From an optimization exercise on the open Yosys and OpenROAD flow, aimed at small area; shortcuts taken in it are not production practice.
Function was checked by simulation only, so behaviour that the tests miss may differ from the original.

## flow/design.v (module list and top-level ports; edited modules follow where they fit)
// module c_o22ai: 3 lines
// module c_a22oi: 3 lines
// module c_a222oi: 3 lines
// module c_nand2: 3 lines
// module c_nor2: 3 lines
// module c_inv: 3 lines
// module c_xor2: 3 lines
// module c_xnor2: 3 lines
// module c_fa: 4 lines
// module c_ha: 4 lines
// module leading_zero_cnt: 38 lines
// module fp32_converter: 31 lines
// module norm_shift: 177 lines
// module ge9: 17 lines
// module max9n: 12 lines
// module shift_dist: 17 lines
// module exp_max: 37 lines
// module csa_tree: 297 lines
// module popcount7: 13 lines
// module cpa51: 29 lines
// module align: 281 lines
// module fp_adder_tree: 72 lines
module fp_adder_tree #(
    parameter int unsigned N = 8
) (
    input clk,
    input rst_n,
    input            in_valid,
    input [32*N-1:0] fp_in,
    output           out_valid,
    output [31:0]    out
);
  // ...
==> flow/flow/run.sh <==
#!/bin/bash
# Standard layout, with one change: the port buffers that the standard flow
# puts on every input and output are buf_1 cells instead of the default.
set -euo pipefail
export BUFFER_PORTS_ARGS="-buffer_cell sky130_fd_sc_hd__buf_1"
bash standard.sh > standard.log 2>&1
==> flow/standard.sh <==
#!/bin/bash
# synth_recipe.tcl (not shown) runs the flow's synth.tcl, then flattens the netlist and writes it again
# the make line also repeats each setting of config.mk as NAME=value (left out here)
make -C /OpenROAD-flow-scripts/flow DESIGN_CONFIG=/design/flow/config.mk WORK_HOME=/design/flow/orfs CLKGATE_MAP_FILE= SYNTH_SCRIPT=/design/flow/synth_recipe.tcl "${@:-finish}"
==> flow/config.mk <==
export PLATFORM = sky130hd
export DESIGN_NAME = fp_adder_tree
export DESIGN_NICKNAME = fp_adder_tree
export VERILOG_FILES = /design/flow/design.v
export SDC_FILE = /design/flow/constraint.sdc
export NUM_CORES = 4
export LEC_CHECK = 0
export CAP_MARGIN = 20
export CORE_MARGIN = 2
export CORE_UTILIZATION = 40
export CTS_CLUSTER_DIAMETER = 100
export CTS_CLUSTER_SIZE = 30
export SLEW_MARGIN = 20
export SYNTH_HIERARCHICAL = 1
==> flow/constraint.sdc <==
create_clock -name core_clock -period 8.5 [get_ports {clk}]
set_input_delay 1.7000 -clock core_clock [delete_from_list [all_inputs] [get_ports {clk}]]
set_output_delay 1.7000 -clock core_clock [all_outputs]
set_load 0.01 [all_outputs]
==> results.tsv, run 1 <==
stage	metric	value	unit
status	status	no timing/DRC/antenna violations	
cts	post-cts gate resize count	0	
setup_path	CP endpoint kind	flip-flop	
drt	Detailed Route WL	128000	µm
final_layout	Final Util	0.458	
drt	via/cell ratio	5.94	
placed_design	I/O Buffers	291	
cts	Reg clk slew, reported paths	0.10	ns
setup_path	Critical Path Sink	keep_r[2]$_DFF_P_	
timing	final hold vios	0	
die	Initial Utilization	0.403	
drt	# DRC	0	
timing	fin crit share	0.941	
setup_path	CP arrival	8.52	ns
final_layout	sequential cell area share	0.168	
timing	Final setup viols	0	
synthesis	Post-Syn Area	34300	µm²
setup_path	R2R depth	24	
global_route	met2 Use GR	0.438	
placed_design	pre-CTS setup slack	-0.0575	ns
final_layout	Reg area	6540	µm²
cts	post-CTS setup buffer count	0	
global_route	number of global-route vias before repair	30800	
cts	hold_buf cts	0	
die	core area	85000	µm²
drt	Avg WL per Cell	22.6	µm
==> module cpa51, before the edit <==
module cpa51 (
    input  [49:0]       a,
    input  [49:0]       b,
    input               ci,
    output logic [50:0] s
);
localparam int W = 50;
logic [W-1:0] g, p, gg, pp;
always_comb begin
    g  = a & b;
    p  = a ^ b;
    gg = g;
    gg[0] = g[0] | (p[0] & ci);
    pp = p;
    for (int st = 1; st < W; st = st * 2)
        for (int i = 2*st - 1; i < W; i += 2*st) begin
            gg[i] = gg[i] | (pp[i] & gg[i-st]);
            pp[i] = pp[i] & pp[i-st];
        end
    for (int st = 16; st >= 1; st = st / 2)
        for (int i = 3*st - 1; i < W; i += 2*st) begin
            gg[i] = gg[i] | (pp[i] & gg[i-st]);
            pp[i] = pp[i] & pp[i-st];
        end
    s[0] = p[0] ^ ci;
    for (int i = 1; i < W; i++) s[i] = p[i] ^ gg[i-1];
    s[W] = gg[W-1];
end
endmodule
==> module fp_adder_tree, before the edit <==
module fp_adder_tree #(
    parameter int unsigned N = 8
) (
    input clk,
    input rst_n,
    input            in_valid,
    input [32*N-1:0] fp_in,
    output           out_valid,
    output [31:0]    out
);
logic [N-1:0][7:0]  e;
logic [N-1:0][5:0]  rl;
logic [N-1:0]       keep;
logic [7:0]         xn;
always_comb
    for (int i = 0; i < N; i++) e[i] = fp_in[32*i+23 +: 8];
logic [N-1:0]       hid;
exp_max exp_max_inst (.e(e), .xn(xn), .rl(rl), .keep(keep), .hid(hid));
logic [N-1:0][23:0] m_r;
logic [N-1:0]       s_r;
logic [N-1:0][5:0]  rl_r;
logic [N-1:0]       keep_r;
logic [7:0]         xn_r;
logic               valid_r;
always_ff @(posedge clk) begin
    for (int i = 0; i < N; i++) begin
        m_r[i]  <= {hid[i], fp_in[32*i +: 23]};
        s_r[i]  <= fp_in[32*i+31];
    end
    rl_r <= rl;
    keep_r <= keep;
    xn_r <= xn;
end
logic               allneg;
logic [N-1:0]       sp;
logic [N-1:0][47:0] u;
logic [2:0]         pc;
logic [50:0]        sum_x, sum_y, t;
assign allneg = &s_r;
assign sp     = {s_r[N-1] & ~allneg, s_r[N-2:0]};
for (genvar i = 0; i < N; i++) begin : g_align
    align align_inst (.s(s_r[i]), .m(m_r[i]), .rl(rl_r[i]), .keep(keep_r[i]), .u(u[i]));
end
popcount7 pc_inst (.s(sp), .pc(pc));
csa_tree  csa_inst (.u(u), .pc(pc), .x(sum_x), .y(sum_y));
cpa51     cpa_inst (.a(sum_x[49:0]), .b(sum_y[49:0]), .ci(pc[0]), .s(t));
logic [50:0] t_r;
logic [7:0]  xn_r2;
logic        allneg_r2;
logic        valid_r2;
always_ff @(posedge clk) begin
    t_r       <= t;
    xn_r2     <= xn_r;
    allneg_r2 <= allneg;
end
always_ff @(posedge clk) begin
    if (!rst_n) begin
        valid_r  <= 1'b0;
        valid_r2 <= 1'b0;
    end else begin
        valid_r  <= in_valid;
        valid_r2 <= valid_r;
    end
end
fp32_converter conv_inst (
    .t      (t_r),
    .xn     (xn_r2),
    .allneg (allneg_r2),
    .fp32   (out)
);
assign out_valid = valid_r2;
endmodule
==> run 2, diff against run 1 <==
--- a/flow/design.v
+++ b/flow/design.v
@@ -355,22 +355,28 @@
 ge9   c3 (.a(w2[0]), .b(w2[1]), .ge(ge3));
 max9n m3 (.a(w2[0]), .b(w2[1]), .ge(ge3), .y(kn));
 assign xn = kn[7:0];
 for (genvar i = 0; i < 8; i++) begin : g_dist
     shift_dist dd (.nx(kn[7:0]), .y(ex[i]), .r(rl[i]), .keep(keep[i]));
 end
 endmodule
 module csa_tree (
-    input  [7:0][47:0] u,
+    input  [7:0][46:0] u,
     input  [2:0]       pc,
+    input              allneg,
     output [50:0]      x,
     output [50:0]      y
 );
-wire w1, w2, w3, w4, w5, w6, w7, w8, w9, w10, w11, w12, w13, w14, w15, w16, w17, w18, w19, w20, w21, w22, w23, w24, w25, w26, w27, w28, w29, w30, w31, w32, w33, w34, w35, w36, w37, w38, w39, w40, w41, w42, w43, w44, w45, w46, w47, w48, w49, w50, w51, w52, w53, w54, w55, w56, w57, w58, w59, w60, w61, w62, w63, w64, w65, w66, w67, w68, w69, w70, w71, w72, w73, w74, w75, w76, w77, w78, w79, w80, w81, w82, w83, w84, w85, w86, w87, w88, w89, w90, w91, w92, w93, w94, w95, w96, w97, w98, w99, w100, w101, w102, w103, w104, w105, w106, w107, w108, w109, w110, w111, w112, w113, w114, w115, w116, w117, w118, w119, w120, w121, w122, w123, w124, w125, w126, w127, w128, w129, w130, w131, w132, w133, w134, w135, w136, w137, w138, w139, w140, w141, w142, w143, w144, w145, w146, w147, w148, w149, w150, w151, w152, w153, w154, w155, w156, w157, w158, w159, w160, w161, w162, w163, w164, w165, w166, w167, w168, w169, w170, w171, w172, w173, w174, w175, w176, w177, w178, w179, w180, w181, w182, w183, w184, w185, w186, w187, w188, w189, w190, w192, w193, w194, w195, w196, w197, w198, w199, w200, w201, w202, w203, w204, w205, w206, w207, w208, w209, w210, w211, w212, w213, w214, w215, w216, w217, w218, w219, w220, w221, w222, w223, w224, w225, w226, w227, w228, w229, w230, w231, w232, w233, w234, w235, w236, w237, w238, w239, w240, w241, w242, w243, w244, w245, w246, w247, w248, w249, w250, w251, w252, w253, w254, w255, w256, w257, w258, w259, w260, w261, w262, w263, w264, w265, w266, w267, w268, w269, w270, w271, w272, w273, w274, w275, w276, w277, w278, w279, w280, w281, w282, w283, w284, w285, w286, w287, w288, w289, w290, w291, w292, w293, w294, w295, w296, w297, w298, w299, w300, w301, w302, w303, w304, w305, w306, w307, w308, w309, w310, w311, w312, w313, w314, w315, w316, w317, w318, w319, w320, w321, w322, w323, w324, w325, w326, w327, w328, w329, w330, w331, w332, w333, w334, w335, w336, w337, w338, w339, w340, w341, w342, w343, w344, w345, w346, w347, w348, w349, w350, w351, w352, w353, w354, w355, w356, w357, w358, w359, w360, w361, w362, w363, w364, w365, w366, w367, w368, w369, w370, w371, w372, w373, w374, w375, w376, w377, w378, w379, w380, w384, w385, w386, w387, w388, w389, w390, w391, w392, w393, w394, w395, w396, w397, w398, w399, w400, w401, w402, w403, w404, w405, w406, w407, w408, w409, w410, w411, w412, w413, w414, w415, w416, w417, w418, w419, w420, w421, w422, w423, w424, w425, w426, w427, w428, w429, w430, w431, w432, w433, w434, w435, w436, w437, w438, w439, w440, w441, w442, w443, w444, w445, w446, w447, w448, w449, w450, w451, w452, w453, w454, w455, w456, w457, w458, w459, w460, w461, w462, w463, w464, w465, w466, w467, w468, w469, w470, w471, w472, w473, w474, w475, w476, w477;
+wire w1, w2, w3, w4, w5, w6, w7, w8, w9, w10, w11, w12, w13, w14, w15, w16, w17, w18, w19, w20, w21, w22, w23, w24, w25, w26, w27, w28, w29, w30, w31, w32, w33, w34, w35, w36, w37, w38, w39, w40, w41, w42, w43, w44, w45, w46, w47, w48, w49, w50, w51, w52, w53, w54, w55, w56, w57, w58, w59, w60, w61, w62, w63, w64, w65, w66, w67, w68, w69, w70, w71, w72, w73, w74, w75, w76, w77, w78, w79, w80, w81, w82, w83, w84, w85, w86, w87, w88, w89, w90, w91, w92, w93, w94, w95, w96, w97, w98, w99, w100, w101, w102, w103, w104, w105, w106, w107, w108, w109, w110, w111, w112, w113, w114, w115, w116, w117, w118, w119, w120, w121, w122, w123, w124, w125, w126, w127, w128, w129, w130, w131, w132, w133, w134, w135, w136, w137, w138, w139, w140, w141, w142, w143, w144, w145, w146, w147, w148, w149, w150, w151, w152, w153, w154, w155, w156, w157, w158, w159, w160, w161, w162, w163, w164, w165, w166, w167, w168, w169, w170, w171, w172, w173, w174, w175, w176, w177, w178, w179, w180, w181, w182, w183, w184, w185, w186, w188, w189, w190, w191, w192, w193, w194, w195, w196, w197, w198, w199, w200, w201, w202, w203, w204, w205, w206, w207, w208, w209, w210, w211, w212, w213, w214, w215, w216, w217, w218, w219, w220, w221, w222, w223, w224, w225, w226, w227, w228, w229, w230, w231, w232, w233, w234, w235, w236, w237, w238, w239, w240, w241, w242, w243, w244, w245, w246, w247, w248, w249, w250, w251, w252, w253, w254, w255, w256, w257, w258, w259, w260, w261, w262, w263, w264, w265, w266, w267, w268, w269, w270, w271, w272, w273, w274, w275, w276, w277, w278, w279, w280, w281, w282, w283, w284, w285, w286, w287, w288, w289, w290, w291, w292, w293, w294, w295, w296, w297, w298, w299, w300, w301, w302, w303, w304, w305, w306, w307, w308, w309, w310, w311, w312, w313, w314, w315, w316, w317, w318, w319, w320, w321, w322, w323, w324, w325, w326, w327, w328, w329, w330, w331, w332, w333, w334, w335, w336, w337, w338, w339, w340, w341, w342, w343, w344, w345, w346, w347, w348, w349, w350, w351, w352, w353, w354, w355, w356, w357, w358, w359, w360, w361, w362, w363, w364, w365, w366, w367, w368, w369, w370, w371, w372, w373, w374, w378, w379, w380, w381, w382, w383, w384, w385, w386, w387, w388, w389, w390, w391, w392, w393, w394, w395, w396, w397, w398, w399, w400, w401, w402, w403, w404, w405, w406, w407, w408, w409, w410, w411, w412, w413, w414, w415, w416, w417, w418, w419, w420, w421, w422, w423, w424, w425, w426, w427, w428, w429, w430, w431, w432, w433, w434, w435, w436, w437, w438, w439, w440, w441, w442, w443, w444, w445, w446, w447, w448, w449, w450, w451, w452, w453, w454, w455, w456, w457, w458, w459, w460, w461, w462, w463, w464, w465, w466, w467, w468, w469, w470;
+wire nall, npc0, npc1;
+c_inv i_npc0 (.a(pc[0]), .y(npc0));
+c_inv i_npc1 (.a(pc[1]), .y(npc1));
+c_inv i_npc2 (.a(pc[2]), .y(x[49]));
+c_inv i_nall (.a(allneg), .y(nall));
 c_fa f_w1 (.a(u[0][0]), .b(u[1][0]), .ci(u[2][0]), .s(w1), .co(w2));
 c_fa f_w3 (.a(u[0][1]), .b(u[1][1]), .ci(u[2][1]), .s(w3), .co(w4));
 c_fa f_w5 (.a(u[3][1]), .b(u[4][1]), .ci(u[5][1]), .s(w5), .co(w6));
 c_fa f_w7 (.a(u[0][2]), .b(u[1][2]), .ci(u[2][2]), .s(w7), .co(w8));
 c_fa f_w9 (.a(u[3][2]), .b(u[4][2]), .ci(u[5][2]), .s(w9), .co(w10));
 c_fa f_w11 (.a(u[0][3]), .b(u[1][3]), .ci(u[2][3]), .s(w11), .co(w12));
 c_fa f_w13 (.a(u[3][3]), .b(u[4][3]), .ci(u[5][3]), .s(w13), .co(w14));
 c_fa f_w15 (.a(u[0][4]), .b(u[1][4]), .ci(u[2][4]), .s(w15), .co(w16));
@@ -454,209 +460,205 @@
 c_fa f_w171 (.a(u[0][43]), .b(u[1][43]), .ci(u[2][43]), .s(w171), .co(w172));
 c_fa f_w173 (.a(u[3][43]), .b(u[4][43]), .ci(u[5][43]), .s(w173), .co(w174));
 c_fa f_w175 (.a(u[0][44]), .b(u[1][44]), .ci(u[2][44]), .s(w175), .co(w176));
 c_fa f_w177 (.a(u[3][44]), .b(u[4][44]), .ci(u[5][44]), .s(w177), .co(w178));
 c_fa f_w179 (.a(u[0][45]), .b(u[1][45]), .ci(u[2][45]), .s(w179), .co(w180));
 c_fa f_w181 (.a(u[3][45]), .b(u[4][45]), .ci(u[5][45]), .s(w181), .co(w182));
 c_fa f_w183 (.a(u[0][46]), .b(u[1][46]), .ci(u[2][46]), .s(w183), .co(w184));
 c_fa f_w185 (.a(u[3][46]), .b(u[4][46]), .ci(u[5][46]), .s(w185), .co(w186));
-c_fa f_w187 (.a(u[0][47]), .b(u[1][47]), .ci(u[2][47]), .s(w187), .co(w188));
-c_fa f_w189 (.a(u[3][47]), .b(u[4][47]), .ci(u[5][47]), .s(w189), .co(w190));
-c_fa f_w191 (.a(u[3][0]), .b(u[4][0]), .ci(u[5][0]), .s(x[0]), .co(w192));
-c_fa f_w193 (.a(u[6][1]), .b(u[7][1]), .ci(pc[1]), .s(w193), .co(w194));
-c_fa f_w195 (.a(w2), .b(w3), .ci(w5), .s(w195), .co(w196));
-c_fa f_w197 (.a(u[6][2]), .b(u[7][2]), .ci(w4), .s(w197), .co(w198));
-c_fa f_w199 (.a(w6), .b(w7), .ci(w9), .s(w199), .co(w200));
-c_fa f_w201 (.a(u[6][3]), .b(u[7][3]), .ci(w8), .s(w201), .co(w202));
-c_fa f_w203 (.a(w10), .b(w11), .ci(w13), .s(w203), .co(w204));
-c_fa f_w205 (.a(u[6][4]), .b(u[7][4]), .ci(w12), .s(w205), .co(w206));
-c_fa f_w207 (.a(w14), .b(w15), .ci(w17), .s(w207), .co(w208));
-c_fa f_w209 (.a(u[6][5]), .b(u[7][5]), .ci(w16), .s(w209), .co(w210));
-c_fa f_w211 (.a(w18), .b(w19), .ci(w21), .s(w211), .co(w212));
-c_fa f_w213 (.a(u[6][6]), .b(u[7][6]), .ci(w20), .s(w213), .co(w214));
-c_fa f_w215 (.a(w22), .b(w23), .ci(w25), .s(w215), .co(w216));
-c_fa f_w217 (.a(u[6][7]), .b(u[7][7]), .ci(w24), .s(w217), .co(w218));
-c_fa f_w219 (.a(w26), .b(w27), .ci(w29), .s(w219), .co(w220));
-c_fa f_w221 (.a(u[6][8]), .b(u[7][8]), .ci(w28), .s(w221), .co(w222));
-c_fa f_w223 (.a(w30), .b(w31), .ci(w33), .s(w223), .co(w224));
-c_fa f_w225 (.a(u[6][9]), .b(u[7][9]), .ci(w32), .s(w225), .co(w226));
-c_fa f_w227 (.a(w34), .b(w35), .ci(w37), .s(w227), .co(w228));
-c_fa f_w229 (.a(u[6][10]), .b(u[7][10]), .ci(w36), .s(w229), .co(w230));
-c_fa f_w231 (.a(w38), .b(w39), .ci(w41), .s(w231), .co(w232));
-c_fa f_w233 (.a(u[6][11]), .b(u[7][11]), .ci(w40), .s(w233), .co(w234));
-c_fa f_w235 (.a(w42), .b(w43), .ci(w45), .s(w235), .co(w236));
-c_fa f_w237 (.a(u[6][12]), .b(u[7][12]), .ci(w44), .s(w237), .co(w238));
-c_fa f_w239 (.a(w46), .b(w47), .ci(w49), .s(w239), .co(w240));
-c_fa f_w241 (.a(u[6][13]), .b(u[7][13]), .ci(w48), .s(w241), .co(w242));
-c_fa f_w243 (.a(w50), .b(w51), .ci(w53), .s(w243), .co(w244));
-c_fa f_w245 (.a(u[6][14]), .b(u[7][14]), .ci(w52), .s(w245), .co(w246));
-c_fa f_w247 (.a(w54), .b(w55), .ci(w57), .s(w247), .co(w248));
-c_fa f_w249 (.a(u[6][15]), .b(u[7][15]), .ci(w56), .s(w249), .co(w250));
-c_fa f_w251 (.a(w58), .b(w59), .ci(w61), .s(w251), .co(w252));
-c_fa f_w253 (.a(u[6][16]), .b(u[7][16]), .ci(w60), .s(w253), .co(w254));
-c_fa f_w255 (.a(w62), .b(w63), .ci(w65), .s(w255), .co(w256));
-c_fa f_w257 (.a(u[6][17]), .b(u[7][17]), .ci(w64), .s(w257), .co(w258));
-c_fa f_w259 (.a(w66), .b(w67), .ci(w69), .s(w259), .co(w260));
-c_fa f_w261 (.a(u[6][18]), .b(u[7][18]), .ci(w68), .s(w261), .co(w262));
-c_fa f_w263 (.a(w70), .b(w71), .ci(w73), .s(w263), .co(w264));
-c_fa f_w265 (.a(u[6][19]), .b(u[7][19]), .ci(w72), .s(w265), .co(w266));
-c_fa f_w267 (.a(w74), .b(w75), .ci(w77), .s(w267), .co(w268));
-c_fa f_w269 (.a(u[6][20]), .b(u[7][20]), .ci(w76), .s(w269), .co(w270));
-c_fa f_w271 (.a(w78), .b(w79), .ci(w81), .s(w271), .co(w272));
-c_fa f_w273 (.a(u[6][21]), .b(u[7][21]), .ci(w80), .s(w273), .co(w274));
-c_fa f_w275 (.a(w82), .b(w83), .ci(w85), .s(w275), .co(w276));
-c_fa f_w277 (.a(u[6][22]), .b(u[7][22]), .ci(w84), .s(w277), .co(w278));
-c_fa f_w279 (.a(w86), .b(w87), .ci(w89), .s(w279), .co(w280));
-c_fa f_w281 (.a(u[6][23]), .b(u[7][23]), .ci(w88), .s(w281), .co(w282));
-c_fa f_w283 (.a(w90), .b(w91), .ci(w93), .s(w283), .co(w284));
-c_fa f_w285 (.a(u[6][24]), .b(u[7][24]), .ci(w92), .s(w285), .co(w286));
-c_fa f_w287 (.a(w94), .b(w95), .ci(w97), .s(w287), .co(w288));
-c_fa f_w289 (.a(u[6][25]), .b(u[7][25]), .ci(w96), .s(w289), .co(w290));
-c_fa f_w291 (.a(w98), .b(w99), .ci(w101), .s(w291), .co(w292));
-c_fa f_w293 (.a(u[6][26]), .b(u[7][26]), .ci(w100), .s(w293), .co(w294));
-c_fa f_w295 (.a(w102), .b(w103), .ci(w105), .s(w295), .co(w296));
-c_fa f_w297 (.a(u[6][27]), .b(u[7][27]), .ci(w104), .s(w297), .co(w298));
-c_fa f_w299 (.a(w106), .b(w107), .ci(w109), .s(w299), .co(w300));
-c_fa f_w301 (.a(u[6][28]), .b(u[7][28]), .ci(w108), .s(w301), .co(w302));
-c_fa f_w303 (.a(w110), .b(w111), .ci(w113), .s(w303), .co(w304));
-c_fa f_w305 (.a(u[6][29]), .b(u[7][29]), .ci(w112), .s(w305), .co(w306));
-c_fa f_w307 (.a(w114), .b(w115), .ci(w117), .s(w307), .co(w308));
-c_fa f_w309 (.a(u[6][30]), .b(u[7][30]), .ci(w116), .s(w309), .co(w310));
-c_fa f_w311 (.a(w118), .b(w119), .ci(w121), .s(w311), .co(w312));
-c_fa f_w313 (.a(u[6][31]), .b(u[7][31]), .ci(w120), .s(w313), .co(w314));
-c_fa f_w315 (.a(w122), .b(w123), .ci(w125), .s(w315), .co(w316));
-c_fa f_w317 (.a(u[6][32]), .b(u[7][32]), .ci(w124), .s(w317), .co(w318));
-c_fa f_w319 (.a(w126), .b(w127), .ci(w129), .s(w319), .co(w320));
-c_fa f_w321 (.a(u[6][33]), .b(u[7][33]), .ci(w128), .s(w321), .co(w322));
-c_fa f_w323 (.a(w130), .b(w131), .ci(w133), .s(w323), .co(w324));
-c_fa f_w325 (.a(u[6][34]), .b(u[7][34]), .ci(w132), .s(w325), .co(w326));
-c_fa f_w327 (.a(w134), .b(w135), .ci(w137), .s(w327), .co(w328));
-c_fa f_w329 (.a(u[6][35]), .b(u[7][35]), .ci(w136), .s(w329), .co(w330));
-c_fa f_w331 (.a(w138), .b(w139), .ci(w141), .s(w331), .co(w332));
-c_fa f_w333 (.a(u[6][36]), .b(u[7][36]), .ci(w140), .s(w333), .co(w334));
-c_fa f_w335 (.a(w142), .b(w143), .ci(w145), .s(w335), .co(w336));
-c_fa f_w337 (.a(u[6][37]), .b(u[7][37]), .ci(w144), .s(w337), .co(w338));
-c_fa f_w339 (.a(w146), .b(w147), .ci(w149), .s(w339), .co(w340));
-c_fa f_w341 (.a(u[6][38]), .b(u[7][38]), .ci(w148), .s(w341), .co(w342));
-c_fa f_w343 (.a(w150), .b(w151), .ci(w153), .s(w343), .co(w344));
-c_fa f_w345 (.a(u[6][39]), .b(u[7][39]), .ci(w152), .s(w345), .co(w346));
-c_fa f_w347 (.a(w154), .b(w155), .ci(w157), .s(w347), .co(w348));
-c_fa f_w349 (.a(u[6][40]), .b(u[7][40]), .ci(w156), .s(w349), .co(w350));
-c_fa f_w351 (.a(w158), .b(w159), .ci(w161), .s(w351), .co(w352));
-c_fa f_w353 (.a(u[6][41]), .b(u[7][41]), .ci(w160), .s(w353), .co(w354));
-c_fa f_w355 (.a(w162), .b(w163), .ci(w165), .s(w355), .co(w356));
-c_fa f_w357 (.a(u[6][42]), .b(u[7][42]), .ci(w164), .s(w357), .co(w358));
-c_fa f_w359 (.a(w166), .b(w167), .ci(w169), .s(w359), .co(w360));
-c_fa f_w361 (.a(u[6][43]), .b(u[7][43]), .ci(w168), .s(w361), .co(w362));
-c_fa f_w363 (.a(w170), .b(w171), .ci(w173), .s(w363), .co(w364));
-c_fa f_w365 (.a(u[6][44]), .b(u[7][44]), .ci(w172), .s(w365), .co(w366));
-c_fa f_w367 (.a(w174), .b(w175), .ci(w177), .s(w367), .co(w368));
-c_fa f_w369 (.a(u[6][45]), .b(u[7][45]), .ci(w176), .s(w369), .co(w370));
-c_fa f_w371 (.a(w178), .b(w179), .ci(w181), .s(w371), .co(w372));
-c_fa f_w373 (.a(u[6][46]), .b(u[7][46]), .ci(w180), .s(w373), .co(w374));
-c_fa f_w375 (.a(w182), .b(w183), .ci(w185), .s(w375), .co(w376));
-c_fa f_w377 (.a(u[6][47]), .b(u[7][47]), .ci(w184), .s(w377), .co(w378));
-c_fa f_w379 (.a(w186), .b(w187), .ci(w189), .s(w379), .co(w380));
-c_fa f_w381 (.a(u[6][0]), .b(u[7][0]), .ci(w1), .s(y[0]), .co(x[1]));
-c_fa f_w383 (.a(w192), .b(w193), .ci(w195), .s(y[1]), .co(w384));
-c_fa f_w385 (.a(w194), .b(w196), .ci(w197), .s(w385), .co(w386));
-c_fa f_w387 (.a(w198), .b(w200), .ci(w201), .s(w387), .co(w388));
-c_fa f_w389 (.a(w202), .b(w204), .ci(w205), .s(w389), .co(w390));
-c_fa f_w391 (.a(w206), .b(w208), .ci(w209), .s(w391), .co(w392));
-c_fa f_w393 (.a(w210), .b(w212), .ci(w213), .s(w393), .co(w394));
-c_fa f_w395 (.a(w214), .b(w216), .ci(w217), .s(w395), .co(w396));
-c_fa f_w397 (.a(w218), .b(w220), .ci(w221), .s(w397), .co(w398));
-c_fa f_w399 (.a(w222), .b(w224), .ci(w225), .s(w399), .co(w400));
-c_fa f_w401 (.a(w226), .b(w228), .ci(w229), .s(w401), .co(w402));
-c_fa f_w403 (.a(w230), .b(w232), .ci(w233), .s(w403), .co(w404));
-c_fa f_w405 (.a(w234), .b(w236), .ci(w237), .s(w405), .co(w406));
-c_fa f_w407 (.a(w238), .b(w240), .ci(w241), .s(w407), .co(w408));
-c_fa f_w409 (.a(w242), .b(w244), .ci(w245), .s(w409), .co(w410));
-c_fa f_w411 (.a(w246), .b(w248), .ci(w249), .s(w411), .co(w412));
-c_fa f_w413 (.a(w250), .b(w252), .ci(w253), .s(w413), .co(w414));
-c_fa f_w415 (.a(w254), .b(w256), .ci(w257), .s(w415), .co(w416));
-c_fa f_w417 (.a(w258), .b(w260), .ci(w261), .s(w417), .co(w418));
-c_fa f_w419 (.a(w262), .b(w264), .ci(w265), .s(w419), .co(w420));
-c_fa f_w421 (.a(w266), .b(w268), .ci(w269), .s(w421), .co(w422));
-c_fa f_w423 (.a(w270), .b(w272), .ci(w273), .s(w423), .co(w424));
-c_fa f_w425 (.a(w274), .b(w276), .ci(w277), .s(w425), .co(w426));
-c_fa f_w427 (.a(w278), .b(w280), .ci(w281), .s(w427), .co(w428));
-c_fa f_w429 (.a(w282), .b(w284), .ci(w285), .s(w429), .co(w430));
-c_fa f_w431 (.a(w286), .b(w288), .ci(w289), .s(w431), .co(w432));
-c_fa f_w433 (.a(w290), .b(w292), .ci(w293), .s(w433), .co(w434));
-c_fa f_w435 (.a(w294), .b(w296), .ci(w297), .s(w435), .co(w436));
-c_fa f_w437 (.a(w298), .b(w300), .ci(w301), .s(w437), .co(w438));
-c_fa f_w439 (.a(w302), .b(w304), .ci(w305), .s(w439), .co(w440));
-c_fa f_w441 (.a(w306), .b(w308), .ci(w309), .s(w441), .co(w442));
-c_fa f_w443 (.a(w310), .b(w312), .ci(w313), .s(w443), .co(w444));
-c_fa f_w445 (.a(w314), .b(w316), .ci(w317), .s(w445), .co(w446));
-c_fa f_w447 (.a(w318), .b(w320), .ci(w321), .s(w447), .co(w448));
-c_fa f_w449 (.a(w322), .b(w324), .ci(w325), .s(w449), .co(w450));
-c_fa f_w451 (.a(w326), .b(w328), .ci(w329), .s(w451), .co(w452));
-c_fa f_w453 (.a(w330), .b(w332), .ci(w333), .s(w453), .co(w454));
-c_fa f_w455 (.a(w334), .b(w336), .ci(w337), .s(w455), .co(w456));
-c_fa f_w457 (.a(w338), .b(w340), .ci(w341), .s(w457), .co(w458));
-c_fa f_w459 (.a(w342), .b(w344), .ci(w345), .s(w459), .co(w460));
-c_fa f_w461 (.a(w346), .b(w348), .ci(w349), .s(w461), .co(w462));
-c_fa f_w463 (.a(w350), .b(w352), .ci(w353), .s(w463), .co(w464));
-c_fa f_w465 (.a(w354), .b(w356), .ci(w357), .s(w465), .co(w466));
-c_fa f_w467 (.a(w358), .b(w360), .ci(w361), .s(w467), .co(w468));
-c_fa f_w469 (.a(w362), .b(w364), .ci(w365), .s(w469), .co(w470));
-c_fa f_w471 (.a(w366), .b(w368), .ci(w369), .s(w471), .co(w472));
-c_fa f_w473 (.a(w370), .b(w372), .ci(w373), .s(w473), .co(w474));
-c_fa f_w475 (.a(w374), .b(w376), .ci(w377), .s(w475), .co(w476));
-c_fa f_w477 (.a(w188), .b(w190), .ci(w378), .s(w477), .co(x[49]));
-c_fa f_w479 (.a(w199), .b(w384), .ci(w385), .s(x[2]), .co(x[3]));
-c_fa f_w481 (.a(w203), .b(w386), .ci(w387), .s(y[3]), .co(x[4]));
-c_fa f_w483 (.a(w207), .b(w388), .ci(w389), .s(y[4]), .co(x[5]));
-c_fa f_w485 (.a(w211), .b(w390), .ci(w391), .s(y[5]), .co(x[6]));
-c_fa f_w487 (.a(w215), .b(w392), .ci(w393), .s(y[6]), .co(x[7]));
-c_fa f_w489 (.a(w219), .b(w394), .ci(w395), .s(y[7]), .co(x[8]));
-c_fa f_w491 (.a(w223), .b(w396), .ci(w397), .s(y[8]), .co(x[9]));
-c_fa f_w493 (.a(w227), .b(w398), .ci(w399), .s(y[9]), .co(x[10]));
-c_fa f_w495 (.a(w231), .b(w400), .ci(w401), .s(y[10]), .co(x[11]));
-c_fa f_w497 (.a(w235), .b(w402), .ci(w403), .s(y[11]), .co(x[12]));
-c_fa f_w499 (.a(w239), .b(w404), .ci(w405), .s(y[12]), .co(x[13]));
-c_fa f_w501 (.a(w243), .b(w406), .ci(w407), .s(y[13]), .co(x[14]));
-c_fa f_w503 (.a(w247), .b(w408), .ci(w409), .s(y[14]), .co(x[15]));
-c_fa f_w505 (.a(w251), .b(w410), .ci(w411), .s(y[15]), .co(x[16]));
-c_fa f_w507 (.a(w255), .b(w412), .ci(w413), .s(y[16]), .co(x[17]));
-c_fa f_w509 (.a(w259), .b(w414), .ci(w415), .s(y[17]), .co(x[18]));
-c_fa f_w511 (.a(w263), .b(w416), .ci(w417), .s(y[18]), .co(x[19]));
-c_fa f_w513 (.a(w267), .b(w418), .ci(w419), .s(y[19]), .co(x[20]));
-c_fa f_w515 (.a(w271), .b(w420), .ci(w421), .s(y[20]), .co(x[21]));
-c_fa f_w517 (.a(w275), .b(w422), .ci(w423), .s(y[21]), .co(x[22]));
-c_fa f_w519 (.a(w279), .b(w424), .ci(w425), .s(y[22]), .co(x[23]));
-c_fa f_w521 (.a(w283), .b(w426), .ci(w427), .s(y[23]), .co(x[24]));
-c_fa f_w523 (.a(w287), .b(w428), .ci(w429), .s(y[24]), .co(x[25]));
-c_fa f_w525 (.a(w291), .b(w430), .ci(w431), .s(y[25]), .co(x[26]));
-c_fa f_w527 (.a(w295), .b(w432), .ci(w433), .s(y[26]), .co(x[27]));
-c_fa f_w529 (.a(w299), .b(w434), .ci(w435), .s(y[27]), .co(x[28]));
-c_fa f_w531 (.a(w303), .b(w436), .ci(w437), .s(y[28]), .co(x[29]));
-c_fa f_w533 (.a(w307), .b(w438), .ci(w439), .s(y[29]), .co(x[30]));
-c_fa f_w535 (.a(w311), .b(w440), .ci(w441), .s(y[30]), .co(x[31]));
-c_fa f_w537 (.a(w315), .b(w442), .ci(w443), .s(y[31]), .co(x[32]));
-c_fa f_w539 (.a(w319), .b(w444), .ci(w445), .s(y[32]), .co(x[33]));
-c_fa f_w541 (.a(w323), .b(w446), .ci(w447), .s(y[33]), .co(x[34]));
-c_fa f_w543 (.a(w327), .b(w448), .ci(w449), .s(y[34]), .co(x[35]));
-c_fa f_w545 (.a(w331), .b(w450), .ci(w451), .s(y[35]), .co(x[36]));
-c_fa f_w547 (.a(w335), .b(w452), .ci(w453), .s(y[36]), .co(x[37]));
-c_fa f_w549 (.a(w339), .b(w454), .ci(w455), .s(y[37]), .co(x[38]));
-c_fa f_w551 (.a(w343), .b(w456), .ci(w457), .s(y[38]), .co(x[39]));
-c_fa f_w553 (.a(w347), .b(w458), .ci(w459), .s(y[39]), .co(x[40]));
-c_fa f_w555 (.a(w351), .b(w460), .ci(w461), .s(y[40]), .co(x[41]));
-c_fa f_w557 (.a(w355), .b(w462), .ci(w463), .s(y[41]), .co(x[42]));
-c_fa f_w559 (.a(w359), .b(w464), .ci(w465), .s(y[42]), .co(x[43]));
-c_fa f_w561 (.a(w363), .b(w466), .ci(w467), .s(y[43]), .co(x[44]));
-c_fa f_w563 (.a(w367), .b(w468), .ci(w469), .s(y[44]), .co(x[45]));
-c_fa f_w565 (.a(w371), .b(w470), .ci(w471), .s(y[45]), .co(x[46]));
-c_fa f_w567 (.a(w375), .b(w472), .ci(w473), .s(y[46]), .co(x[47]));
-c_fa f_w569 (.a(w379), .b(w474), .ci(w475), .s(y[47]), .co(x[48]));
-c_fa f_w571 (.a(w380), .b(w476), .ci(w477), .s(y[48]), .co(y[49]));
+c_fa f_w187 (.a(u[3][0]), .b(u[4][0]), .ci(u[5][0]), .s(x[0]), .co(w188));
+c_fa f_w189 (.a(u[6][1]), .b(u[7][1]), .ci(pc[1]), .s(w189), .co(w190));
+c_fa f_w191 (.a(w2), .b(w3), .ci(w5), .s(w191), .co(w192));
+c_fa f_w193 (.a(u[6][2]), .b(u[7][2]), .ci(w4), .s(w193), .co(w194));
+c_fa f_w195 (.a(w6), .b(w7), .ci(w9), .s(w195), .co(w196));
+c_fa f_w197 (.a(u[6][3]), .b(u[7][3]), .ci(w8), .s(w197), .co(w198));
+c_fa f_w199 (.a(w10), .b(w11), .ci(w13), .s(w199), .co(w200));
+c_fa f_w201 (.a(u[6][4]), .b(u[7][4]), .ci(w12), .s(w201), .co(w202));
+c_fa f_w203 (.a(w14), .b(w15), .ci(w17), .s(w203), .co(w204));
+c_fa f_w205 (.a(u[6][5]), .b(u[7][5]), .ci(w16), .s(w205), .co(w206));
+c_fa f_w207 (.a(w18), .b(w19), .ci(w21), .s(w207), .co(w208));
+c_fa f_w209 (.a(u[6][6]), .b(u[7][6]), .ci(w20), .s(w209), .co(w210));
+c_fa f_w211 (.a(w22), .b(w23), .ci(w25), .s(w211), .co(w212));
+c_fa f_w213 (.a(u[6][7]), .b(u[7][7]), .ci(w24), .s(w213), .co(w214));
+c_fa f_w215 (.a(w26), .b(w27), .ci(w29), .s(w215), .co(w216));
+c_fa f_w217 (.a(u[6][8]), .b(u[7][8]), .ci(w28), .s(w217), .co(w218));
+c_fa f_w219 (.a(w30), .b(w31), .ci(w33), .s(w219), .co(w220));
+c_fa f_w221 (.a(u[6][9]), .b(u[7][9]), .ci(w32), .s(w221), .co(w222));
+c_fa f_w223 (.a(w34), .b(w35), .ci(w37), .s(w223), .co(w224));
+c_fa f_w225 (.a(u[6][10]), .b(u[7][10]), .ci(w36), .s(w225), .co(w226));
+c_fa f_w227 (.a(w38), .b(w39), .ci(w41), .s(w227), .co(w228));
+c_fa f_w229 (.a(u[6][11]), .b(u[7][11]), .ci(w40), .s(w229), .co(w230));
+c_fa f_w231 (.a(w42), .b(w43), .ci(w45), .s(w231), .co(w232));
+c_fa f_w233 (.a(u[6][12]), .b(u[7][12]), .ci(w44), .s(w233), .co(w234));
+c_fa f_w235 (.a(w46), .b(w47), .ci(w49), .s(w235), .co(w236));
+c_fa f_w237 (.a(u[6][13]), .b(u[7][13]), .ci(w48), .s(w237), .co(w238));
+c_fa f_w239 (.a(w50), .b(w51), .ci(w53), .s(w239), .co(w240));
+c_fa f_w241 (.a(u[6][14]), .b(u[7][14]), .ci(w52), .s(w241), .co(w242));
+c_fa f_w243 (.a(w54), .b(w55), .ci(w57), .s(w243), .co(w244));
+c_fa f_w245 (.a(u[6][15]), .b(u[7][15]), .ci(w56), .s(w245), .co(w246));
+c_fa f_w247 (.a(w58), .b(w59), .ci(w61), .s(w247), .co(w248));
+c_fa f_w249 (.a(u[6][16]), .b(u[7][16]), .ci(w60), .s(w249), .co(w250));
+c_fa f_w251 (.a(w62), .b(w63), .ci(w65), .s(w251), .co(w252));
+c_fa f_w253 (.a(u[6][17]), .b(u[7][17]), .ci(w64), .s(w253), .co(w254));
+c_fa f_w255 (.a(w66), .b(w67), .ci(w69), .s(w255), .co(w256));
+c_fa f_w257 (.a(u[6][18]), .b(u[7][18]), .ci(w68), .s(w257), .co(w258));
+c_fa f_w259 (.a(w70), .b(w71), .ci(w73), .s(w259), .co(w260));
+c_fa f_w261 (.a(u[6][19]), .b(u[7][19]), .ci(w72), .s(w261), .co(w262));
+c_fa f_w263 (.a(w74), .b(w75), .ci(w77), .s(w263), .co(w264));
+c_fa f_w265 (.a(u[6][20]), .b(u[7][20]), .ci(w76), .s(w265), .co(w266));
+c_fa f_w267 (.a(w78), .b(w79), .ci(w81), .s(w267), .co(w268));
+c_fa f_w269 (.a(u[6][21]), .b(u[7][21]), .ci(w80), .s(w269), .co(w270));
+c_fa f_w271 (.a(w82), .b(w83), .ci(w85), .s(w271), .co(w272));
+c_fa f_w273 (.a(u[6][22]), .b(u[7][22]), .ci(w84), .s(w273), .co(w274));
+c_fa f_w275 (.a(w86), .b(w87), .ci(w89), .s(w275), .co(w276));
+c_fa f_w277 (.a(u[6][23]), .b(u[7][23]), .ci(w88), .s(w277), .co(w278));
+c_fa f_w279 (.a(w90), .b(w91), .ci(w93), .s(w279), .co(w280));
+c_fa f_w281 (.a(u[6][24]), .b(u[7][24]), .ci(w92), .s(w281), .co(w282));
+c_fa f_w283 (.a(w94), .b(w95), .ci(w97), .s(w283), .co(w284));
+c_fa f_w285 (.a(u[6][25]), .b(u[7][25]), .ci(w96), .s(w285), .co(w286));
+c_fa f_w287 (.a(w98), .b(w99), .ci(w101), .s(w287), .co(w288));
+c_fa f_w289 (.a(u[6][26]), .b(u[7][26]), .ci(w100), .s(w289), .co(w290));
+c_fa f_w291 (.a(w102), .b(w103), .ci(w105), .s(w291), .co(w292));
+c_fa f_w293 (.a(u[6][27]), .b(u[7][27]), .ci(w104), .s(w293), .co(w294));
+c_fa f_w295 (.a(w106), .b(w107), .ci(w109), .s(w295), .co(w296));
+c_fa f_w297 (.a(u[6][28]), .b(u[7][28]), .ci(w108), .s(w297), .co(w298));
+c_fa f_w299 (.a(w110), .b(w111), .ci(w113), .s(w299), .co(w300));
+c_fa f_w301 (.a(u[6][29]), .b(u[7][29]), .ci(w112), .s(w301), .co(w302));
+c_fa f_w303 (.a(w114), .b(w115), .ci(w117), .s(w303), .co(w304));
+c_fa f_w305 (.a(u[6][30]), .b(u[7][30]), .ci(w116), .s(w305), .co(w306));
+c_fa f_w307 (.a(w118), .b(w119), .ci(w121), .s(w307), .co(w308));
+c_fa f_w309 (.a(u[6][31]), .b(u[7][31]), .ci(w120), .s(w309), .co(w310));
+c_fa f_w311 (.a(w122), .b(w123), .ci(w125), .s(w311), .co(w312));
+c_fa f_w313 (.a(u[6][32]), .b(u[7][32]), .ci(w124), .s(w313), .co(w314));
+c_fa f_w315 (.a(w126), .b(w127), .ci(w129), .s(w315), .co(w316));
+c_fa f_w317 (.a(u[6][33]), .b(u[7][33]), .ci(w128), .s(w317), .co(w318));
+c_fa f_w319 (.a(w130), .b(w131), .ci(w133), .s(w319), .co(w320));
+c_fa f_w321 (.a(u[6][34]), .b(u[7][34]), .ci(w132), .s(w321), .co(w322));
+c_fa f_w323 (.a(w134), .b(w135), .ci(w137), .s(w323), .co(w324));
+c_fa f_w325 (.a(u[6][35]), .b(u[7][35]), .ci(w136), .s(w325), .co(w326));
+c_fa f_w327 (.a(w138), .b(w139), .ci(w141), .s(w327), .co(w328));
+c_fa f_w329 (.a(u[6][36]), .b(u[7][36]), .ci(w140), .s(w329), .co(w330));
+c_fa f_w331 (.a(w142), .b(w143), .ci(w145), .s(w331), .co(w332));
+c_fa f_w333 (.a(u[6][37]), .b(u[7][37]), .ci(w144), .s(w333), .co(w334));
+c_fa f_w335 (.a(w146), .b(w147), .ci(w149), .s(w335), .co(w336));
+c_fa f_w337 (.a(u[6][38]), .b(u[7][38]), .ci(w148), .s(w337), .co(w338));
+c_fa f_w339 (.a(w150), .b(w151), .ci(w153), .s(w339), .co(w340));
+c_fa f_w341 (.a(u[6][39]), .b(u[7][39]), .ci(w152), .s(w341), .co(w342));
+c_fa f_w343 (.a(w154), .b(w155), .ci(w157), .s(w343), .co(w344));
+c_fa f_w345 (.a(u[6][40]), .b(u[7][40]), .ci(w156), .s(w345), .co(w346));
+c_fa f_w347 (.a(w158), .b(w159), .ci(w161), .s(w347), .co(w348));
+c_fa f_w349 (.a(u[6][41]), .b(u[7][41]), .ci(w160), .s(w349), .co(w350));
+c_fa f_w351 (.a(w162), .b(w163), .ci(w165), .s(w351), .co(w352));
+c_fa f_w353 (.a(u[6][42]), .b(u[7][42]), .ci(w164), .s(w353), .co(w354));
+c_fa f_w355 (.a(w166), .b(w167), .ci(w169), .s(w355), .co(w356));
+c_fa f_w357 (.a(u[6][43]), .b(u[7][43]), .ci(w168), .s(w357), .co(w358));
+c_fa f_w359 (.a(w170), .b(w171), .ci(w173), .s(w359), .co(w360));
+c_fa f_w361 (.a(u[6][44]), .b(u[7][44]), .ci(w172), .s(w361), .co(w362));
+c_fa f_w363 (.a(w174), .b(w175), .ci(w177), .s(w363), .co(w364));
+c_fa f_w365 (.a(u[6][45]), .b(u[7][45]), .ci(w176), .s(w365), .co(w366));
+c_fa f_w367 (.a(w178), .b(w179), .ci(w181), .s(w367), .co(w368));
+c_fa f_w369 (.a(u[6][46]), .b(u[7][46]), .ci(w180), .s(w369), .co(w370));
+c_fa f_w371 (.a(w182), .b(w183), .ci(w185), .s(w371), .co(w372));
+c_fa f_w373 (.a(npc0), .b(nall), .ci(w184), .s(w373), .co(w374));
+c_fa f_w375 (.a(u[6][0]), .b(u[7][0]), .ci(w1), .s(y[0]), .co(x[1]));
+c_fa f_w377 (.a(w188), .b(w189), .ci(w191), .s(y[1]), .co(w378));
+c_fa f_w379 (.a(w190), .b(w192), .ci(w193), .s(w379), .co(w380));
+c_fa f_w381 (.a(w194), .b(w196), .ci(w197), .s(w381), .co(w382));
+c_fa f_w383 (.a(w198), .b(w200), .ci(w201), .s(w383), .co(w384));
+c_fa f_w385 (.a(w202), .b(w204), .ci(w205), .s(w385), .co(w386));
+c_fa f_w387 (.a(w206), .b(w208), .ci(w209), .s(w387), .co(w388));
+c_fa f_w389 (.a(w210), .b(w212), .ci(w213), .s(w389), .co(w390));
+c_fa f_w391 (.a(w214), .b(w216), .ci(w217), .s(w391), .co(w392));
+c_fa f_w393 (.a(w218), .b(w220), .ci(w221), .s(w393), .co(w394));
+c_fa f_w395 (.a(w222), .b(w224), .ci(w225), .s(w395), .co(w396));
+c_fa f_w397 (.a(w226), .b(w228), .ci(w229), .s(w397), .co(w398));
+c_fa f_w399 (.a(w230), .b(w232), .ci(w233), .s(w399), .co(w400));
+c_fa f_w401 (.a(w234), .b(w236), .ci(w237), .s(w401), .co(w402));
+c_fa f_w403 (.a(w238), .b(w240), .ci(w241), .s(w403), .co(w404));
+c_fa f_w405 (.a(w242), .b(w244), .ci(w245), .s(w405), .co(w406));
+c_fa f_w407 (.a(w246), .b(w248), .ci(w249), .s(w407), .co(w408));
+c_fa f_w409 (.a(w250), .b(w252), .ci(w253), .s(w409), .co(w410));
+c_fa f_w411 (.a(w254), .b(w256), .ci(w257), .s(w411), .co(w412));
+c_fa f_w413 (.a(w258), .b(w260), .ci(w261), .s(w413), .co(w414));
+c_fa f_w415 (.a(w262), .b(w264), .ci(w265), .s(w415), .co(w416));
+c_fa f_w417 (.a(w266), .b(w268), .ci(w269), .s(w417), .co(w418));
+c_fa f_w419 (.a(w270), .b(w272), .ci(w273), .s(w419), .co(w420));
+c_fa f_w421 (.a(w274), .b(w276), .ci(w277), .s(w421), .co(w422));
+c_fa f_w423 (.a(w278), .b(w280), .ci(w281), .s(w423), .co(w424));
+c_fa f_w425 (.a(w282), .b(w284), .ci(w285), .s(w425), .co(w426));
+c_fa f_w427 (.a(w286), .b(w288), .ci(w289), .s(w427), .co(w428));
+c_fa f_w429 (.a(w290), .b(w292), .ci(w293), .s(w429), .co(w430));
+c_fa f_w431 (.a(w294), .b(w296), .ci(w297), .s(w431), .co(w432));
+c_fa f_w433 (.a(w298), .b(w300), .ci(w301), .s(w433), .co(w434));
+c_fa f_w435 (.a(w302), .b(w304), .ci(w305), .s(w435), .co(w436));
+c_fa f_w437 (.a(w306), .b(w308), .ci(w309), .s(w437), .co(w438));
+c_fa f_w439 (.a(w310), .b(w312), .ci(w313), .s(w439), .co(w440));
+c_fa f_w441 (.a(w314), .b(w316), .ci(w317), .s(w441), .co(w442));
+c_fa f_w443 (.a(w318), .b(w320), .ci(w321), .s(w443), .co(w444));
+c_fa f_w445 (.a(w322), .b(w324), .ci(w325), .s(w445), .co(w446));
+c_fa f_w447 (.a(w326), .b(w328), .ci(w329), .s(w447), .co(w448));
+c_fa f_w449 (.a(w330), .b(w332), .ci(w333), .s(w449), .co(w450));
+c_fa f_w451 (.a(w334), .b(w336), .ci(w337), .s(w451), .co(w452));
+c_fa f_w453 (.a(w338), .b(w340), .ci(w341), .s(w453), .co(w454));
+c_fa f_w455 (.a(w342), .b(w344), .ci(w345), .s(w455), .co(w456));
+c_fa f_w457 (.a(w346), .b(w348), .ci(w349), .s(w457), .co(w458));
+c_fa f_w459 (.a(w350), .b(w352), .ci(w353), .s(w459), .co(w460));
+c_fa f_w461 (.a(w354), .b(w356), .ci(w357), .s(w461), .co(w462));
+c_fa f_w463 (.a(w358), .b(w360), .ci(w361), .s(w463), .co(w464));
+c_fa f_w465 (.a(w362), .b(w364), .ci(w365), .s(w465), .co(w466));
+c_fa f_w467 (.a(w366), .b(w368), .ci(w369), .s(w467), .co(w468));
+c_fa f_w469 (.a(w186), .b(w370), .ci(w372), .s(w469), .co(w470));
+c_fa f_w471 (.a(w195), .b(w378), .ci(w379), .s(x[2]), .co(x[3]));
+c_fa f_w473 (.a(w199), .b(w380), .ci(w381), .s(y[3]), .co(x[4]));
+c_fa f_w475 (.a(w203), .b(w382), .ci(w383), .s(y[4]), .co(x[5]));
+c_fa f_w477 (.a(w207), .b(w384), .ci(w385), .s(y[5]), .co(x[6]));
+c_fa f_w479 (.a(w211), .b(w386), .ci(w387), .s(y[6]), .co(x[7]));
+c_fa f_w481 (.a(w215), .b(w388), .ci(w389), .s(y[7]), .co(x[8]));
+c_fa f_w483 (.a(w219), .b(w390), .ci(w391), .s(y[8]), .co(x[9]));
+c_fa f_w485 (.a(w223), .b(w392), .ci(w393), .s(y[9]), .co(x[10]));
+c_fa f_w487 (.a(w227), .b(w394), .ci(w395), .s(y[10]), .co(x[11]));
+c_fa f_w489 (.a(w231), .b(w396), .ci(w397), .s(y[11]), .co(x[12]));
+c_fa f_w491 (.a(w235), .b(w398), .ci(w399), .s(y[12]), .co(x[13]));
+c_fa f_w493 (.a(w239), .b(w400), .ci(w401), .s(y[13]), .co(x[14]));
+c_fa f_w495 (.a(w243), .b(w402), .ci(w403), .s(y[14]), .co(x[15]));
+c_fa f_w497 (.a(w247), .b(w404), .ci(w405), .s(y[15]), .co(x[16]));
+c_fa f_w499 (.a(w251), .b(w406), .ci(w407), .s(y[16]), .co(x[17]));
+c_fa f_w501 (.a(w255), .b(w408), .ci(w409), .s(y[17]), .co(x[18]));
+c_fa f_w503 (.a(w259), .b(w410), .ci(w411), .s(y[18]), .co(x[19]));
+c_fa f_w505 (.a(w263), .b(w412), .ci(w413), .s(y[19]), .co(x[20]));
+c_fa f_w507 (.a(w267), .b(w414), .ci(w415), .s(y[20]), .co(x[21]));
+c_fa f_w509 (.a(w271), .b(w416), .ci(w417), .s(y[21]), .co(x[22]));
+c_fa f_w511 (.a(w275), .b(w418), .ci(w419), .s(y[22]), .co(x[23]));
+c_fa f_w513 (.a(w279), .b(w420), .ci(w421), .s(y[23]), .co(x[24]));
+c_fa f_w515 (.a(w283), .b(w422), .ci(w423), .s(y[24]), .co(x[25]));
+c_fa f_w517 (.a(w287), .b(w424), .ci(w425), .s(y[25]), .co(x[26]));
+c_fa f_w519 (.a(w291), .b(w426), .ci(w427), .s(y[26]), .co(x[27]));
+c_fa f_w521 (.a(w295), .b(w428), .ci(w429), .s(y[27]), .co(x[28]));
+c_fa f_w523 (.a(w299), .b(w430), .ci(w431), .s(y[28]), .co(x[29]));
+c_fa f_w525 (.a(w303), .b(w432), .ci(w433), .s(y[29]), .co(x[30]));
+c_fa f_w527 (.a(w307), .b(w434), .ci(w435), .s(y[30]), .co(x[31]));
+c_fa f_w529 (.a(w311), .b(w436), .ci(w437), .s(y[31]), .co(x[32]));
+c_fa f_w531 (.a(w315), .b(w438), .ci(w439), .s(y[32]), .co(x[33]));
+c_fa f_w533 (.a(w319), .b(w440), .ci(w441), .s(y[33]), .co(x[34]));
+c_fa f_w535 (.a(w323), .b(w442), .ci(w443), .s(y[34]), .co(x[35]));
+c_fa f_w537 (.a(w327), .b(w444), .ci(w445), .s(y[35]), .co(x[36]));
+c_fa f_w539 (.a(w331), .b(w446), .ci(w447), .s(y[36]), .co(x[37]));
+c_fa f_w541 (.a(w335), .b(w448), .ci(w449), .s(y[37]), .co(x[38]));
+c_fa f_w543 (.a(w339), .b(w450), .ci(w451), .s(y[38]), .co(x[39]));
+c_fa f_w545 (.a(w343), .b(w452), .ci(w453), .s(y[39]), .co(x[40]));
+c_fa f_w547 (.a(w347), .b(w454), .ci(w455), .s(y[40]), .co(x[41]));
+c_fa f_w549 (.a(w351), .b(w456), .ci(w457), .s(y[41]), .co(x[42]));
+c_fa f_w551 (.a(w355), .b(w458), .ci(w459), .s(y[42]), .co(x[43]));
+c_fa f_w553 (.a(w359), .b(w460), .ci(w461), .s(y[43]), .co(x[44]));
+c_fa f_w555 (.a(w363), .b(w462), .ci(w463), .s(y[44]), .co(x[45]));
+c_fa f_w557 (.a(w367), .b(w464), .ci(w465), .s(y[45]), .co(x[46]));
+c_fa f_w559 (.a(w371), .b(w466), .ci(w467), .s(y[46]), .co(x[47]));
+c_fa f_w561 (.a(w373), .b(w468), .ci(w469), .s(y[47]), .co(x[48]));
+c_fa f_w563 (.a(npc1), .b(w374), .ci(w470), .s(y[48]), .co(y[49]));
 assign y[2] = pc[2];
 assign x[50] = 1'b0;
 assign y[50] = 1'b0;
 endmodule
 module popcount7 (
     input  [7:0] s,
     output [2:0] pc
 );
@@ -671,44 +673,58 @@
 endmodule
 module cpa51 (
     input  [49:0]       a,
     input  [49:0]       b,
     input               ci,
     output logic [50:0] s
 );
 localparam int W = 50;
-logic [W-1:0] g, p, gg, pp;
+localparam int NG = 13;
+logic [W-1:0]  g, p;
+logic [NG-1:0] gg, pg, ggs, pgs;
+logic [W:0]    c;
 always_comb begin
-    g  = a & b;
-    p  = a ^ b;
-    gg = g;
-    gg[0] = g[0] | (p[0] & ci);
-    pp = p;
-    for (int st = 1; st < W; st = st * 2)
-        for (int i = 2*st - 1; i < W; i += 2*st) begin
-            gg[i] = gg[i] | (pp[i] & gg[i-st]);
-            pp[i] = pp[i] & pp[i-st];
+    g = a & b;
+    p = a ^ b;
+    for (int k = 0; k < NG; k++) begin
+        gg[k] = 1'b0;
+        pg[k] = 1'b1;
+        for (int i = 4*k; i < 4*k + 4 && i < W; i++) begin
+            gg[k] = g[i] | (p[i] & gg[k]);
+            pg[k] = pg[k] & p[i];
         end
-    for (int st = 16; st >= 1; st = st / 2)
-        for (int i = 3*st - 1; i < W; i += 2*st) begin
-            gg[i] = gg[i] | (pp[i] & gg[i-st]);
-            pp[i] = pp[i] & pp[i-st];
+    end
+    gg[0] = gg[0] | (pg[0] & ci);
+    ggs = gg;
+    pgs = pg;
+    for (int st = 1; st < NG; st = st * 2)
+        for (int i = 2*st - 1; i < NG; i += 2*st) begin
+            ggs[i] = ggs[i] | (pgs[i] & ggs[i-st]);
+            pgs[i] = pgs[i] & pgs[i-st];
+        end
+    for (int st = 4; st >= 1; st = st / 2)
+        for (int i = 3*st - 1; i < NG; i += 2*st) begin
+            ggs[i] = ggs[i] | (pgs[i] & ggs[i-st]);
+            pgs[i] = pgs[i] & pgs[i-st];
         end
-    s[0] = p[0] ^ ci;
-    for (int i = 1; i < W; i++) s[i] = p[i] ^ gg[i-1];
-    s[W] = gg[W-1];
+    for (int k = 0; k < NG; k++) begin
+        c[4*k] = (k == 0) ? ci : ggs[k-1];
+        for (int i = 4*k; i < 4*k + 4 && i < W; i++) c[i+1] = g[i] | (p[i] & c[i]);
+    end
+    for (int i = 0; i < W; i++) s[i] = p[i] ^ c[i];
+    s[W] = ggs[NG-1];
 end
 endmodule
 module align (
     input         s,
     input  [23:0] m,
     input  [5:0]  rl,      
     input         keep,    
-    output [47:0] u
+    output [46:0] u
 );
 wire dh4, dh5, dhn4, dhn5, dl0, dl1, dl2, dl3, l0_22, l0_23, l0_24, l0_25, l0_26, l0_27, l0_28, l0_29, l0_30, l0_31, l0_32, l0_33, l0_34, l0_35, l0_36, l0_37, l0_38, l0_39, l0_40, l0_41, l0_42, l0_43, l0_44, l0_45, l0_46, l1_20, l1_21, l1_22, l1_23, l1_24, l1_25, l1_26, l1_27, l1_28, l1_29, l1_30, l1_31, l1_32, l1_33, l1_34, l1_35, l1_36, l1_37, l1_38, l1_39, l1_40, l1_41, l1_42, l1_43, l1_44, l1_45, l1_46, l2_16, l2_17, l2_18, l2_19, l2_20, l2_21, l2_22, l2_23, l2_24, l2_25, l2_26, l2_27, l2_28, l2_29, l2_30, l2_31, l2_32, l2_33, l2_34, l2_35, l2_36, l2_37, l2_38, l2_39, l2_40, l2_41, l2_42, l2_43, l2_44, l2_45, l2_46, l3_10, l3_11, l3_12, l3_13, l3_14, l3_15, l3_16, l3_17, l3_18, l3_19, l3_20, l3_21, l3_22, l3_23, l3_24, l3_25, l3_26, l3_27, l3_28, l3_29, l3_30, l3_31, l3_32, l3_33, l3_34, l3_35, l3_36, l3_37, l3_38, l3_39, l3_40, l3_41, l3_42, l3_43, l3_44, l3_45, l3_46, l3_8, l3_9, l4_0, l4_1, l4_10, l4_11, l4_12, l4_13, l4_14, l4_15, l4_16, l4_17, l4_18, l4_19, l4_2, l4_20, l4_21, l4_22, l4_23, l4_24, l4_25, l4_26, l4_27, l4_28, l4_29, l4_3, l4_30, l4_31, l4_32, l4_33, l4_34, l4_35, l4_36, l4_37, l4_38, l4_39, l4_4, l4_40, l4_41, l4_42, l4_43, l4_44, l4_45, l4_46, l4_5, l4_6, l4_7, l4_8, l4_9, l5_0, l5_1, l5_10, l5_11, l5_12, l5_13, l5_14, l5_15, l5_16, l5_17, l5_18, l5_19, l5_2, l5_20, l5_21, l5_22, l5_23, l5_24, l5_25, l5_26, l5_27, l5_28, l5_29, l5_3, l5_30, l5_31, l5_32, l5_33, l5_34, l5_35, l5_36, l5_37, l5_38, l5_39, l5_4, l5_40, l5_41, l5_42, l5_43, l5_44, l5_45, l5_46, l5_5, l5_6, l5_7, l5_8, l5_9;
 c_inv i_dl0 (.a(rl[0]), .y(dl0));
 c_nand2 u0_22 (.a(m[0]), .b(dl0), .y(l0_22));
 c_o22ai u0_23 (.a1(m[0]), .a2(dl0), .b1(m[1]), .b2(rl[0]), .y(l0_23));
 c_o22ai u0_24 (.a1(m[1]), .a2(dl0), .b1(m[2]), .b2(rl[0]), .y(l0_24));
 c_o22ai u0_25 (.a1(m[2]), .a2(dl0), .b1(m[3]), .b2(rl[0]), .y(l0_25));
 c_o22ai u0_26 (.a1(m[3]), .a2(dl0), .b1(m[4]), .b2(rl[0]), .y(l0_26));
@@ -972,17 +988,16 @@
 c_xor2 ux_39 (.a(l5_39), .b(s), .y(u[39]));
 c_xor2 ux_40 (.a(l5_40), .b(s), .y(u[40]));
 c_xor2 ux_41 (.a(l5_41), .b(s), .y(u[41]));
 c_xor2 ux_42 (.a(l5_42), .b(s), .y(u[42]));
 c_xor2 ux_43 (.a(l5_43), .b(s), .y(u[43]));
 c_xor2 ux_44 (.a(l5_44), .b(s), .y(u[44]));
 c_xor2 ux_45 (.a(l5_45), .b(s), .y(u[45]));
 c_xor2 ux_46 (.a(l5_46), .b(s), .y(u[46]));
-c_inv u_sgn (.a(s), .y(u[47]));
 endmodule
 module fp_adder_tree #(
     parameter int unsigned N = 8
 ) (
     input clk,
     input rst_n,
     input            in_valid,
     input [32*N-1:0] fp_in,
@@ -1009,26 +1024,26 @@
         s_r[i]  <= fp_in[32*i+31];
     end
     rl_r <= rl;
     keep_r <= keep;
     xn_r <= xn;
 end
 logic               allneg;
 logic [N-1:0]       sp;
-logic [N-1:0][47:0] u;
+logic [N-1:0][46:0] u;
 logic [2:0]         pc;
 logic [50:0]        sum_x, sum_y, t;
 assign allneg = &s_r;
 assign sp     = {s_r[N-1] & ~allneg, s_r[N-2:0]};
 for (genvar i = 0; i < N; i++) begin : g_align
     align align_inst (.s(s_r[i]), .m(m_r[i]), .rl(rl_r[i]), .keep(keep_r[i]), .u(u[i]));
 end
 popcount7 pc_inst (.s(sp), .pc(pc));
-csa_tree  csa_inst (.u(u), .pc(pc), .x(sum_x), .y(sum_y));
+csa_tree  csa_inst (.u(u), .pc(pc), .allneg(allneg), .x(sum_x), .y(sum_y));
 cpa51     cpa_inst (.a(sum_x[49:0]), .b(sum_y[49:0]), .ci(pc[0]), .s(t));
 logic [50:0] t_r;
 logic [7:0]  xn_r2;
 logic        allneg_r2;
 logic        valid_r2;
 always_ff @(posedge clk) begin
     t_r       <= t;
     xn_r2     <= xn_r;
==> run 2 against run 1 <==
Wire length increased by 0.93%; flip-flop and latch count unchanged; cell count is 1.1% lower; area after synthesis down 0.51%; worst hold slack hardly changed; worst setup slack worse by 0.066 ns; utilization about the same; global-route usage rose by 0.42 points; count of clock-buffer cells in the layout grew 2; via count decreased by 1.8%; clock skew is 0.0029 ns lower; highest routed layer unchanged.
==> results.tsv, run 2 <==
stage	metric	value	unit	change
synthesis	Post-Syn Nets	4700		
timing	clk_skew	0.0255	ns	
drt	via/cell ratio	5.91		-0.65%
cts	CTS buffer count	19		
cts	root buf cell	clkbuf_16		
final_layout	commonest cells after routing, fill and taps aside	o22ai_1 (1233), nor2_1 (501), xor2_1 (426), fa_1 (364), dfxtp_1 (318)		
cts	htree depth	1		
die	Initial Utilization	0.402		-0.000809
die	Top Ports	292		
global_route	global-route wire length before repair	188000	µm	
placed_design	I/O Buffers	291		unchanged
cts	Sink Count	326		
setup_path	critical path required time	8.98	ns	
status	status	no timing/DRC/antenna violations		
drt	first-pass detailed-route iteration total	6		
timing	worst-margin pin slew	1.04	ns	
synthesis	syn avg cell area	8.67	µm²	
drt	Detailed Route WL	129000	µm	+0.93%
timing	RSZ-0062 raised after global routing	no		
min_path	WHS Path Cells	0		
placed_design	Final Wtd Congestion	1.06		
setup_path	crit start category	flip-flop		
min_path	Hold Crit Class	reg2reg		
setup_path	crit path kind	reg2reg		
synthesis	Gate Count Post-Synth	3933		
final_layout	commonest non-fill, non-tap cell in the layout	o22ai_1		
final_layout	Final Util	0.458		about the same
die	core area	84700	µm²	-0.32%
synthesis	Post-Syn Area	34100	µm²	-0.51%
cts	Clock Path Buffers	3		
die	Die Y	296	µm	
cts	CTS tree	built		
final_layout	max reg flops	192		
cts	Reg clk slew, reported paths	0.10	ns	about the same
global_route	antenna violations before repair	5		
drt	Vias	33000		
timing	minimum clock period	8.06	ns	
min_path	WHS Endpoint	xn_r2[3]$_DFF_P_		
placed_design	hpwl dp	109000	µm	
global_route	all-layer global routing usage	0.286		
placed_design	pre-CTS setup slack	-0.103	ns	-0.0456 ns
final_layout	Largest regs	m_r (192), t_r (51), rl_r (48)		
timing	Slew Viols, Final	0		
setup_path	CP arrival	8.54	ns	+0.02 ns
final_layout	Top reg by flops	m_r		
global_route	number of global-route vias before repair	30200		-2.1%
global_route	GRT overflow	0		
die	full die area	87600	µm²	
setup_path	CP endpoint kind	flip-flop		
timing	final hold vios	0		unchanged
cts	Clk Latency, worst-skew pair	0.59	ns	
final_layout	layout cells sized above 1	0.0697		
timing	Final setup viols	0		unchanged
setup_path	R2R depth	24		unchanged
min_path	hold path start	xn_r[3]$_DFF_P_		
timing	fin crit share	0.948		+0.00781
timing	Post-Route Setup TNS	0	ns	
global_route	largest net degree at the start of global routing	52		
drt	Avg WL per Cell	23.1	µm	+2.1%
die	row count	107		
timing	slew margin rel.	0.309		
drt	# DRC	0		unchanged
synthesis	Yosys Warn Count	12		
cts	hold_buf cts	0		unchanged
[run 2: changes by cell type in the layout (fill, tap and decap cells not counted), moves of 7 or more]
cell     before  now
xnor2_1      34   25
o21ai_0      24   17
fa_1        357  364
a21oi_1      68   58
inv_1       208  179
buf_4       201  190
[run 2: per-layer routing]
| layer | vias up | part of all wire | global-route usage |
|---|---|---|---|
| li1 | 15900 | - | - |
| met1 | 15600 | 0.43 | 0.388 |
| met2 | 1218 | 0.45 | 0.449 |
| met3 | 188 | 0.071 | 0.0447 |
| met4 | 0 | 0.050 | 0.130 |
| met5 | - | 0 | 0 |
[run 2: worst max path at each step]
stage,startpoint,end,slack (ns),depth (start not counted)
3_3_place_gp,fp_in[59],keep_r[4]$_DFF_P_,0.12,32
5_1_grt,allneg_r2$_DFF_P_,out[8],0.004,17
3_5_place_dp,fp_in[188],keep_r[5]$_DFF_P_,-0.10,33
2_1_floorplan,fp_in[188],keep_r[0]$_DFF_P_,0.03,30
4_1_cts,t_r[13]$_DFF_P_,out[30],0.39,21
6_report,rl_r[6]$_DFF_P_,t_r[35]$_DFF_P_,0.44,24
[run 2: repair_timing]
item	in CTS	in global routing
gates resized for setup	0	1
setup buffers	0	0
setup endpoints to repair	0	2
[run 2: critical path, cell delays in order (launching register included)]
cell,delay (ns)
dfxtp_1,0.42
inv_1,0.51
o22ai_1,0.23
o22ai_1,0.25
o22ai_1,0.14
o22ai_1,0.28
o22ai_1,0.14
o22ai_1,0.19
xor2_1,0.50
fa_1,0.64
fa_1,0.46
fa_1,0.48
fa_1,0.67
ha_1,0.31
nand4_1,0.16
inv_1,0.06
a221o_1,0.34
a22oi_2,0.28
a21oi_1,0.14
a21oi_1,0.23
inv_1,0.08
fa_1,0.38
fa_1,0.39
fa_1,0.38
xor2_1,0.28
[run 2: per-stage QoR]
step	cell area (µm²)	instances	hold WS [ns]
after CTS	38800	5580	0.342
after floorplan	34100	3933	0.310
final	38800	5583	0.342
after detailed placement	38100	5548	0.317
after global routing	38800	5582	0.363
after global placement	38100	5548	0.314
[run 2: cell type report]
type | count | area, µm²
fillers | 8533 | 45900
flip-flops and latches | 326 | 6540
repair buffers | 484 | 2580
multi-input cells | 3414 | 26900
clock buffers | 20 | 489
diodes | 3 | 7.51
inverters | 180 | 676
clock inverters | 12 | 210
well taps | 1144 | 1430

separate check: timing with driven ports:
The results above use ideal ports. As a check the final layouts listed here were re-extracted and re-timed, cells and wires unchanged.
Step 1 assumes that a clkbuf_16 drives the clock port and a buf_2 every other input.
Step 2, shift: input delay + t, output delay - t, t = (earliest + latest rising clock arrival at the registers) / 2. This alone moves slack from input paths to output paths.
Three values: ideal, step 1, step 2; two values: the first two.
run	t (ns)	slack for setup (ns)	hold WS [ns]	worst data-port slew with drivers (ns)
run 1	0.646	0.505 / 0.507 / -0.094	0.341 / 0.341 / 0.341	0.09
run 2	0.648	0.438 / 0.411 / -0.021	0.342 / 0.342 / 0.342	0.09
Met with ideal ports but missed after step 2: setup timing in run 1 and run 2. For run 1, which loses most, drivers alone change the setup slack by +0.002 ns; drivers and shift together by -0.599 ns.
